From an optimization exercise on the open Yosys and OpenROAD flow, aimed at small area; shortcuts taken in it are not production practice.
In this exercise RTL edits were held to simulation tests only and were not proved equivalent to the original.

## flow/design.v (module list and top-level ports; edited modules follow where they fit)
// module pipelined_cordic: 652 lines
// module fa1: 4 lines
// module ha1: 4 lines
module pipelined_cordic(
    input Clk, Rst,
    input signed [15:0] x_in, y_in,
    output signed [15:0] magnitude,
    output signed [15:0] angle
);
  // ...
==> flow/flow/run.sh <==
#!/bin/bash
# Standard layout; the port buffers use the smallest buffer cell and the
# clock tree is built without dummy loads.
set -euo pipefail
export BUFFER_PORTS_ARGS="-buffer_cell sky130_fd_sc_hd__buf_1"
export CTS_ARGS="-sink_clustering_enable -repair_clock_nets -sink_clustering_size 10 -sink_clustering_max_diameter 50 -buf_list sky130_fd_sc_hd__clkbuf_4 -dont_use_dummy_load"
bash standard.sh > standard.log 2>&1
==> flow/standard.sh <==
#!/bin/bash
# synth_recipe.tcl (not shown) runs the flow's synth.tcl, then flattens the netlist and writes it again
# the make line also repeats each setting of config.mk as NAME=value (left out here)
make -C /OpenROAD-flow-scripts/flow DESIGN_CONFIG=/design/flow/config.mk WORK_HOME=/design/flow/orfs CLKGATE_MAP_FILE= SYNTH_SCRIPT=/design/flow/synth_recipe.tcl "${@:-finish}"
==> flow/config.mk <==
export PLATFORM = sky130hd
export DESIGN_NAME = pipelined_cordic
export DESIGN_NICKNAME = pipelined_cordic
export VERILOG_FILES = /design/flow/design.v
export SDC_FILE = /design/flow/constraint.sdc
export NUM_CORES = 4
export LEC_CHECK = 0
export CAP_MARGIN = 20
export CORE_MARGIN = 2
export CORE_UTILIZATION = 70
export PLACE_DENSITY = 0.85
export SLEW_MARGIN = 20
export SYNTH_HIERARCHICAL = 1
export SYNTH_MINIMUM_KEEP_SIZE = 0
==> flow/constraint.sdc <==
create_clock -name core_clock -period 4.5 [get_ports {Clk}]
set_input_delay 0.9000 -clock core_clock [delete_from_list [all_inputs] [get_ports {Clk}]]
set_output_delay 0.9000 -clock core_clock [all_outputs]
set_load 0.01 [all_outputs]
==> qor.yml, run 1 <==
status:
  status: "complete, no violations"
final_layout:
  fin_util: 0.762
  reg_top3: "ang_r x16, y1 x16"
  inv_count: 105
  diodes: 1
  fin_nets: 1833
  fin_cells: 1901
  fillers: 1681
route:
  met2_length_um: 15700
  drt_iter0_markers: 328
  drc: 0
  wl_met1_um: 11100
  antenna_left: 0
  first_pass_iters: 4
setup_path:
  slowest_delay_ns: 0.44
  worst_ep_required_time_ns: 5.05
  critPathLaunch: "y3[13]"
  reg2reg_to: "y4[9]"
  path_common_cell: "fa_1"
  arrival_ns: 4.98
place:
  gp_congestion: 0.904
  dpl-instance-area_mm2: 0.0206
synth:
  syn_inst: 1412
  seq_area_frac_synth: 0.563
  yosys.area_share.adder: 0.245
  synth_area_mm2: 0.0200
  synth-async-reset-ratio: 0.0652
  synth_area_leaders: "dfxtp_1 52%, fa_1 19%, xnor2_1 7.5%"
  synth_top_family_by_area: "adder cells"
floorplan:
  tap_cells: 378
  dieArea_mm2: 0.0299
  die_h_um: 173
timing:
  setup_viol: 0
  fin_crit_ns: 4.42
global_routing:
  grt_pass1_vias: 10600
min_path:
  min_from: "x_in[14]"
job:
  cap_violations: 0
clocking:
  clkLatencyLatePin_ns: 0.73
==> run 2, diff against run 1 <==
--- a/flow/config.mk
+++ b/flow/config.mk
@@ -7,8 +7,8 @@
 export LEC_CHECK = 0
 export CAP_MARGIN = 20
 export CORE_MARGIN = 2
-export CORE_UTILIZATION = 70
-export PLACE_DENSITY = 0.85
+export CORE_UTILIZATION = 55
+export PLACE_DENSITY = 0.7
 export SLEW_MARGIN = 20
 export SYNTH_HIERARCHICAL = 1
 export SYNTH_MINIMUM_KEEP_SIZE = 0
==> qor.yml, run 2 <==
final_layout:
  final_cell_mix: "511 x dfxtp_1, 182 x fa_1, 166 x xnor2_1"
  final_layout_size_suffix_gt1_frac: 0.0844
  fin_nets: 1840  # +0.38%
  final_common_cell: "dfxtp_1"
  reg_top3: "ang_r x16, y1 x16"
  syn2layout_area_growth_pct: 7.13
floorplan:
  die_h_um: 194  # +13%
  initial_core_util: 0.560
  rows: 69
  dieArea_mm2: 0.0378  # +27%
  ios: 66
  fp.coreArea_mm2: 0.0357
  die_x_um: 194
synth:
  synth_most_common_cell: "dfxtp_1"
  synth_area_leaders: "dfxtp_1 52%, fa_1 19%, xnor2_1 7.5%"
  syn_inst: 1412  # unchanged
  yosys.area.top_type: "dfxtp_1"
  yosys.area.top_type_share: 0.518
  seq_area_frac_synth: 0.563  # unchanged
  ys_ff_latch: 552
  synth_area_mm2: 0.0200  # unchanged
  synth_warnings: 7
  synth-async-reset-ratio: 0.0652  # unchanged
  synth_area_per_cell_um2: 14.1
  synth_ff_type: "dfxtp_1"
  synth_cell_type_count: 53
  ys_top_cells_by_count: "516 x dfxtp_1, 194 x fa_1, 172 x xnor2_1"
  synth_edf_count: 0
route:
  first_pass_iters: 4  # unchanged
  drt_iter0_markers: 170  # -48%
  vias: 9398
  drc: 0  # unchanged
  wire_per_inst_um: 13.2
  wl_um: 26300
  vias_per_cell: 4.72
  antenna_left: 0  # unchanged
timing:
  maxSlewViolCount: 0
  hold_violations: 0
  fmax_ghz: 0.231
  clock_skew_ns: 0.0682
  setup_viol: 0  # unchanged
  period_share: 0.962
  max_slew_margin: 0.489
  fin_crit_ns: 4.33  # -0.0939 ns
  worst_pin_slew_ns: 0.767
  setup_slack_ns: 0.171
clocking:
  tritoncts: "built"
  cts.htree.levels: 3
  path_clk_slew_ns: 0.09
  clockBufferDepth: 3
  holdBufCountCts: 0
  root_buffer: "clkbuf_4"
  cts_sinks: 552
  cts_buffers: 67
  clkLatencyLatePin_ns: 0.73  # about the same
place:
  hpwl_um: 20300
  post-place-ws_ns: -0.0258
  port_buffers: 63
  gp_congestion: 0.896  # -0.90%
setup_path:
  crit_slowest_cell: "dfxtp_2"
  r2r_slack_ns: 0.17
  critPathLaunchType: "flop"
  worst_ep_required_time_ns: 5.09  # +0.04 ns
  r2r_start: "y2[14]"
  slowest_delay_ns: 0.40  # -0.04 ns
  crit_chain: "buf_6, xnor2_1, ha_1, fa_1, fa_1, fa_1, fa_1, fa_1, fa_1, fa_1, and3_1, nand4_1, xnor2_1"
  worstSetupEndpointType: "flop"
  worst-setup-path-type: "flop to flop"
  path_common_cell: "fa_1"
  arrival_ns: 4.92  # -0.06 ns
  worst-path-max-fanout: 12
  reg2reg_to: "y3[13]"
  worst_r2r_path_depth: 13
global_routing:
  grt-ovfl-total: 0
  grt_pass1_vias: 10300  # -2.5%
  grt_max_degree: 37
  grt_antenna_before_repair: 1
  globalRouteTotalUtil: 0.154
  grt_pass1_wl_um: 46800
status:
  status: "complete, no violations"
min_path:
  hold_class: "input port to asynchronous set/reset pin"
job:
  cap_violations: 0  # unchanged
run 2: cells by family (layout without fill, tap and decap cells):
family	after synthesis	count (layout)	synth area share
other cells	1	3	0.000188
mux	4	4	0.00213
flops	552	552	0.563
buf+inv	143	259	0.0290
compound gates	56	56	0.0175
fa+ha+maj	275	275	0.245
simple gates	134	134	0.0342
xor+xnor	247	247	0.109
run 2: metrics by stage:
stage / cells / TNS (ns) / utilization / instance area, um2 / hold slack, ns
finish: 1991 / 0 / 0.600 / 21400 / 0.222
global placement: 1921 / 0 / 0.582 / 20800 / 0.310
global route: 1991 / -0.0104 / 0.600 / 21400 / 0.191
floorplan: 1413 / 0 / - / 20000 / 0.310
CTS: 1988 / 0 / 0.596 / 21300 / 0.147
detailed placement: 1921 / -0.0830 / 0.582 / 20800 / 0.312
run 2: repair_timing:
item | 4_1_cts | 5_1_grt
resized for setup | 4 | 27
setup buffers | 0 | 2
cloned | 0 | 0
pin swaps | 0 | 7
setup endpoints to repair | 5 | 25
run 2: cell type report:
cell class	instances	area [um2]
fillers	2818	14300
flip-flops and latches	552	11200
multi-input cells	718	8250
well taps	461	577
clock buffers	67	503
repair buffers	87	420
inverters	105	394
diodes	1	2.50
run 2: worst max-delay path, delay by kind of cell, from the launching register on:
family	cells	cell delay, ns
adder cells (fa/ha/maj)	8	2.96
flip-flops	1	0.40
AND/OR/NAND/NOR	2	0.39
XOR/XNOR	2	0.27
buffers and inverters	1	0.20
run 2: modules after synthesis (local to each module, per instance):
module	cells inside	flip-flops and latches	area, um2	times used
pipelined_cordic	1163	552	15400	1
fa1	1	0	20.0	186
ha1	1	0	12.5	63
run 2: worst max path at each step:
stage | start | endpoint | depth (start not counted)
floorplan | y4[12] | y5[10] | 14
global placement | d15[9] | mag_r[14] | 18
detailed placement | d15[9] | mag_r[14] | 18
CTS | y3[13] | x4[13] | 14
global route | y3[13] | x4[13] | 14
finish | y2[14] | y3[13] | 13
run 2: routing by layer:
layer	track usage	vias up	part of all wire
li1	-	4625	-
met1	0.175	4550	0.41
met2	0.281	157	0.52
met3	0.0349	66	0.042
met4	0.0621	0	0.024
met5	0	-	0
==> run 3, diff against run 2 <==
--- a/flow/config.mk
+++ b/flow/config.mk
@@ -7,8 +7,8 @@
 export LEC_CHECK = 0
 export CAP_MARGIN = 20
 export CORE_MARGIN = 2
-export CORE_UTILIZATION = 55
-export PLACE_DENSITY = 0.7
+export CORE_UTILIZATION = 65
+export PLACE_DENSITY = 0.8
 export SLEW_MARGIN = 20
 export SYNTH_HIERARCHICAL = 1
 export SYNTH_MINIMUM_KEEP_SIZE = 0
==> qor.yml, run 3 <==
status:
  status: "complete, no violations"
floorplan:
  dieArea_mm2: 0.0321  # -15%
  ios: 66  # unchanged
  die_h_um: 179  # -7.8%
  fp.coreArea_mm2: 0.0304  # -15%
  initial_core_util: 0.656  # +0.0961
  die_x_um: 179  # -7.8%
  rows: 64  # -7.2%
synth:
  ys_top_cells_by_count: "516 x dfxtp_1, 194 x fa_1, 172 x xnor2_1"
  synth_cell_type_count: 53  # unchanged
  synth_warnings: 7  # unchanged
  synth_most_common_cell: "dfxtp_1"
  yosys.area.top_type: "dfxtp_1"
  syn_inst: 1412  # unchanged
  yosys.area.top_type_share: 0.518  # unchanged
  seq_area_frac_synth: 0.563  # unchanged
  ys_ff_latch: 552  # unchanged
  synth_ff_type: "dfxtp_1"
  synth-async-reset-ratio: 0.0652  # unchanged
  synth_area_mm2: 0.0200  # unchanged
  synth_area_per_cell_um2: 14.1  # unchanged
  synth_edf_count: 0  # unchanged
  synth_area_leaders: "dfxtp_1 52%, fa_1 19%, xnor2_1 7.5%"
place:
  dpl-instance-area_mm2: 0.0207  # -0.43%
  hpwl_um: 20700  # +2.1%
  port_buffers: 63  # unchanged
  gp_congestion: 0.923  # +3.0%
  dp_cells: 1855  # -3.4%
final_layout:
  final_common_cell: "dfxtp_1"
  fin_util: 0.698  # +0.0982
  fin_cells: 1918  # -3.7%
  syn2layout_area_growth_pct: 6.40
  final_cell_mix: "509 x dfxtp_1, 178 x fa_1, 167 x xnor2_1"
  fin_nets: 1832  # -0.43%
  finalInstanceArea_mm2: 0.0212  # -0.68%
  final_layout_size_suffix_gt1_frac: 0.0815  # -0.00284
  reg_top3: "ang_r x16, y1 x16"
setup_path:
  r2r_start: "y5[11]"
  worst-path-max-fanout: 3  # -9
  worst-setup-path-type: "flop to flop"
  worst_ep_required_time_ns: 5.07  # -0.02 ns
  critPathLaunchType: "flop"
  arrival_ns: 4.91  # about the same
  worst_r2r_path_depth: 12  # -1
  critPathLaunch: "y5[11]"
  r2r_slack_ns: 0.16  # about the same
  crit_end: "y6[10]"
  worstSetupEndpointType: "flop"
  reg2reg_to: "y6[10]"
timing:
  fin_crit_ns: 4.34  # +0.0119 ns
  fmax_ghz: 0.230  # -0.28%
  hold_violations: 0  # unchanged
  finalHoldWorstSlack_ns: 0.242  # +0.0195 ns
  period_share: 0.965  # +0.00265
  clock_skew_ns: 0.0630  # -0.00512 ns
  worst_pin_slew_ns: 0.781  # +0.0143 ns
  max_slew_margin: 0.479  # -0.00956
  setup_viol: 0  # unchanged
  maxSlewViolCount: 0  # unchanged
route:
  wl_met1_um: 10700  # -2.1%
  wire_per_inst_um: 13.8  # +4.6%
  first_pass_iters: 5  # +1
  met2_length_um: 14500  # +6.2%
  vias_per_cell: 4.90  # +3.8%
  antenna_left: 0  # unchanged
  wl_um: 26500  # +0.79%
  drt_iter0_markers: 313  # +84%
  routed.top_layer: "met4"
  drc: 0  # unchanged
  met3_length_um: 885  # -20%
  vias: 9398  # unchanged
clocking:
  clockBufferDepth: 3  # unchanged
  clkLatencyLatePin_ns: 0.72  # about the same
  holdBufCountCts: 0  # unchanged
  cts_sinks: 552  # unchanged
  cts_buffers: 61  # -9.0%
  cts.htree.levels: 2  # -1
  root_buffer: "clkbuf_4"
  tritoncts: "built"
  path_clk_slew_ns: 0.10  # about the same
global_routing:
  grt-ovfl-total: 0  # unchanged
  grt_antenna_before_repair: 1  # unchanged
  grt_pass1_wl_um: 46500  # -0.68%
  grt_pass1_vias: 10200  # -0.54%
  grt_max_degree: 37  # unchanged
  globalRouteTotalUtil: 0.183  # +0.0289
min_path:
  hold_class: "input port to asynchronous set/reset pin"
job:
  cap_violations: 0  # unchanged
==> run 3: worst min path at each step <==
stage	from	slack, ns	endpoint
CTS	Rst	0.16	mag_r[11]
finish	Rst	0.24	mag_r[11]
detailed placement	x1[9]	0.31	x1h[1]
floorplan	d9[0]	0.31	d10[0]
global route	Rst	0.19	mag_r[11]
global placement	x1[14]	0.31	x1h[6]
==> run 3: area by class of cell <==
class,instances,area [um2]
fillers,2113,9200
flip-flops and latches,552,11200
diodes,1,2.50
inverters,105,394
repair buffers,85,402
multi-input cells,718,8240
well taps,396,495
clock buffers,61,458
==> run 3: per-stage QoR <==
stage	setup WS (ns)	setup TNS, ns
after floorplan	0.00140	0
after global placement	0.0393	0
after detailed placement	-0.0935	-0.265
after CTS	0.0152	0
after global routing	-0.0234	-0.0393
final	0.159	0
==> run 3: worst max-delay path: stages (launching register included) <==
cell	delay (ns)
dfxtp_2	0.35
xnor2_1	0.15
ha_1	0.22
fa_1	0.38
fa_2	0.35
fa_1	0.38
fa_1	0.38
fa_1	0.38
fa_1	0.40
fa_1	0.41
fa_2	0.35
fa_2	0.34
xnor2_1	0.13
==> run 3: what timing repair did <==
| action | CTS | global route |
|---|---|---|
| buffers inserted | 0 | 1 |
| resized for setup | 5 | 29 |
| endpoints found under the setup margin | 8 | 28 |
| pin swaps | 0 | 11 |
==> run 3: per-layer routing <==
layer | track usage | vias to the layer above
met3 | 0.0322 | 42
met2 | 0.343 | 159
met4 | 0.0528 | 0
li1 | - | 4610
met1 | 0.214 | 4587
met5 | 0 | -
==> run 3: cells by family (layout without fill, tap and decap cells) <==
family | Yosys count | in the layout | synth area share
AO/OA/AOI/OAI | 56 | 56 | 0.0175
XOR/XNOR | 247 | 247 | 0.109
adder cells (fa/ha/maj) | 275 | 275 | 0.245
buffers and inverters | 143 | 251 | 0.0290
flip-flops | 552 | 552 | 0.563
multiplexers | 4 | 4 | 0.00213
other | 1 | 3 | 0.000188
AND/OR/NAND/NOR | 134 | 134 | 0.0342
==> run 3: per-module statistics from Yosys, one instance, submodules excluded <==
| module | cells | flops+latches | copies in the design |
|---|---|---|---|
| pipelined_cordic | 1163 | 552 | 1 |
| fa1 | 1 | 0 | 186 |
| ha1 | 1 | 0 | 63 |
==> run 4, diff against run 3 <==
==> flow/flow/run.sh (replaced) <==
#!/bin/bash
# Standard layout; the port buffers use the smallest buffer cell and the
# clock tree is built without dummy loads.
set -euo pipefail
export BUFFER_PORTS_ARGS="-buffer_cell sky130_fd_sc_hd__buf_1"
export CTS_ARGS="-sink_clustering_enable -repair_clock_nets -sink_clustering_size 11 -sink_clustering_max_diameter 45 -buf_list sky130_fd_sc_hd__clkbuf_4 -dont_use_dummy_load"
bash standard.sh > standard.log 2>&1
==> qor.yml, run 4 <==
final_layout:
  finalInstanceArea_mm2: 0.0212  # about the same
  reg_top3: "ang_r x16, y1 x16"
  syn2layout_area_growth_pct: 6.31  # about the same
  fin_cells: 1914  # -0.21%
  final_layout_size_suffix_gt1_frac: 0.0811  # -0.000444
  fin_util: 0.697  # about the same
  fin_nets: 1828  # -0.22%
  final_cell_mix: "509 x dfxtp_1, 179 x fa_1, 168 x xnor2_1"
  fillers: 2120  # +0.33%
  final_common_cell: "dfxtp_1"
synth:
  synth_area_leaders: "dfxtp_1 52%, fa_1 19%, xnor2_1 7.5%"
  synth_warnings: 7  # unchanged
  synth-async-reset-ratio: 0.0652  # unchanged
  yosys.area.top_type: "dfxtp_1"
  synth_edf_count: 0  # unchanged
  synth_area_mm2: 0.0200  # unchanged
  seq_area_frac_synth: 0.563  # unchanged
  ys_top_cells_by_count: "516 x dfxtp_1, 194 x fa_1, 172 x xnor2_1"
  yosys.area.top_type_share: 0.518  # unchanged
  synth_ff_type: "dfxtp_1"
  syn_inst: 1412  # unchanged
  ys_ff_latch: 552  # unchanged
  synth_most_common_cell: "dfxtp_1"
  synth_cell_type_count: 53  # unchanged
  synth_area_per_cell_um2: 14.1  # unchanged
setup_path:
  worst_r2r_path_depth: 12  # unchanged
  worstSetupEndpointType: "flop"
  critPathLaunch: "y5[11]"
  r2r_slack_ns: 0.15  # about the same
  crit_end: "y6[10]"
  arrival_ns: 4.87  # -0.04 ns
  worst-setup-path-type: "flop to flop"
  worst_ep_required_time_ns: 5.02  # -0.05 ns
  reg2reg_to: "y6[10]"
  r2r_start: "y5[11]"
  critPathLaunchType: "flop"
  worst-path-max-fanout: 3  # unchanged
timing:
  setup_slack_ns: 0.150  # -0.00858 ns
  maxSlewViolCount: 0  # unchanged
  period_share: 0.967  # +0.00191
  final.setup.tns_ns: 0  # unchanged
  fin_crit_ns: 4.35  # +0.00858 ns
  finalHoldWorstSlack_ns: 0.229  # -0.0127 ns
  setup_viol: 0  # unchanged
  max_slew_margin: 0.470  # -0.00894
  fmax_ghz: 0.230  # -0.20%
  rsz0062_at_grt: "true"
  clock_skew_ns: 0.0935  # +0.0305 ns
  hold_violations: 0  # unchanged
  worst_pin_slew_ns: 0.795  # +0.0134 ns
route:
  met3_length_um: 1010  # +14%
  antenna_left: 0  # unchanged
  routed.top_layer: "met4"
  drc: 0  # unchanged
  wl_um: 26700  # +0.84%
  first_pass_iters: 5  # unchanged
  wire_per_inst_um: 14.0  # +1.1%
  vias: 9370  # -0.30%
  vias_per_cell: 4.90  # about the same
  wl_met1_um: 10600  # -0.71%
  drt_iter0_markers: 337  # +7.7%
  met2_length_um: 14600  # +0.33%
global_routing:
  grt-ovfl-total: 0  # unchanged
  grt_pass1_wl_um: 46500  # +0.16%
  grt_antenna_before_repair: 1  # unchanged
  globalRouteTotalUtil: 0.183  # about the same
  grt_pass1_vias: 10300  # +0.21%
  grt_max_degree: 37  # unchanged
place:
  dpl-instance-area_mm2: 0.0207  # unchanged
  dp_cells: 1855  # unchanged
  post-place-ws_ns: -0.0935  # unchanged
  port_buffers: 63  # unchanged
  gp_congestion: 0.923  # unchanged
  hpwl_um: 20700  # unchanged
floorplan:
  die_x_um: 179  # unchanged
  dieArea_mm2: 0.0321  # unchanged
  die_h_um: 179  # unchanged
  rows: 64  # unchanged
  ios: 66  # unchanged
  fp.coreArea_mm2: 0.0304  # unchanged
  initial_core_util: 0.656  # unchanged
clocking:
  cts_sinks: 552  # unchanged
  cts_buffers: 57  # -6.6%
  clockBufferDepth: 3  # unchanged
  root_buffer: "clkbuf_4"
  cts.htree.levels: 2  # unchanged
  tritoncts: "built"
  path_clk_slew_ns: 0.11  # about the same
  clkLatencyLatePin_ns: 0.72  # about the same
job:
  cap_violations: 0  # unchanged
status:
  status: "complete, no violations"
min_path:
  hold_class: "input port to asynchronous set/reset pin"
run 4: cell count changes in the layout (fill, tap and decap cells not counted):
cell	delta
fa_1	+1
inv_1	-4
ha_1	-1
xnor2_2	-1
ha_4	+2
clkbuf_4	-4
xnor2_1	+1
ha_2	-1
fa_2	-1
inv_2	+4
run 4: worst min-delay path by stage:
stage | endpoint | start
final | mag_r[1] | Rst
after global routing | mag_r[11] | Rst
after CTS | mag_r[11] | Rst
after detailed placement | x1h[1] | x1[9]
after global placement | x1h[6] | x1[14]
after floorplan | d10[0] | d9[0]
run 4: layer usage:
| metal | up-vias | track usage |
|---|---|---|
| met4 | 0 | 0.0554 |
| li1 | 4603 | - |
| met2 | 168 | 0.342 |
| met5 | - | 0 |
| met1 | 4540 | 0.214 |
| met3 | 59 | 0.0324 |
run 4: kinds of logic after synthesis:
family                     count (synthesis)  synth area share
AOI/OAI and AO/OA                         56            0.0175
xor gates and xnor gates                 247             0.109
adders and majority gates                275             0.245
buffers and inverters                    143            0.0290
DFF                                      552             0.563
muxes                                      4           0.00213
other                                      1          0.000188
and+or+nand+nor                          134            0.0342
run 4: cell type report:
| class | instances | area (um2) | share of cell area |
|---|---|---|---|
| flip-flops and latches | 552 | 11200 | 0.530 |
| multi-input cells | 718 | 8250 | 0.389 |
| well taps | 396 | 495 | 0.0234 |
| clock buffers | 57 | 428 | 0.0202 |
| repair buffers | 85 | 402 | 0.0189 |
| inverters | 105 | 394 | 0.0186 |
| diodes | 1 | 2.50 | 0.000118 |
run 4: what timing repair did:
item,CTS,global route
setup endpoints to repair,9,27
resized for setup,7,32
hold buffers,0,0
setup buffers,0,1
pin swaps,0,14
run 4: worst max-delay path, cell delays in order (launching register included):
cell and delay (ns):
dfxtp_2 0.35, xnor2_1 0.15, ha_1 0.22, fa_1 0.38
fa_2 0.35, fa_1 0.38, fa_1 0.38, fa_1 0.38
fa_1 0.40, fa_2 0.36, fa_1 0.38, fa_2 0.35
xnor2_1 0.13
run 4: modules after synthesis (local to each module, per instance):
| module | cells inside | flip-flops and latches | copies in the design |
|---|---|---|---|
| fa1 | 1 | 0 | 186 |
| ha1 | 1 | 0 | 63 |
| pipelined_cordic | 1163 | 552 | 1 |

## what the ideal ports hide
How much do the figures lean on ideal ports? The routed layouts below were timed once more, with nothing changed but the port constraints. Step 1 sets driving cells, clkbuf_16 on the clock port and buf_2 on the other inputs (assumed; they add their load-dependent delay and slew). Step 2 adds t to the input delays and takes it off the output delays; t is the mean of the earliest and latest rising clock arrival at the registers after step 1. Input paths then give back, and output paths get back, about the clock's delay inside the block. a / b / c = ideal / step 1 / step 2; a / b = the first two.
run	shift t [ns]	slack for setup (ns)	hold WS [ns]	worst setup path at the end	cell pins on the clock port's net
run 1	0.731	0.077 / 0.077 / 0.077	0.252 / 0.233 / 0.301	register to register	1
run 2	0.739	0.171 / 0.171 / 0.171	0.222 / 0.200 / 0.287	register to register	1
run 3	0.726	0.159 / 0.159 / 0.159	0.242 / 0.224 / 0.295	register to register	1
run 4	0.714	0.150 / 0.150 / 0.150	0.229 / 0.209 / 0.275	register to register	1
After both steps every run listed still meets setup and hold.
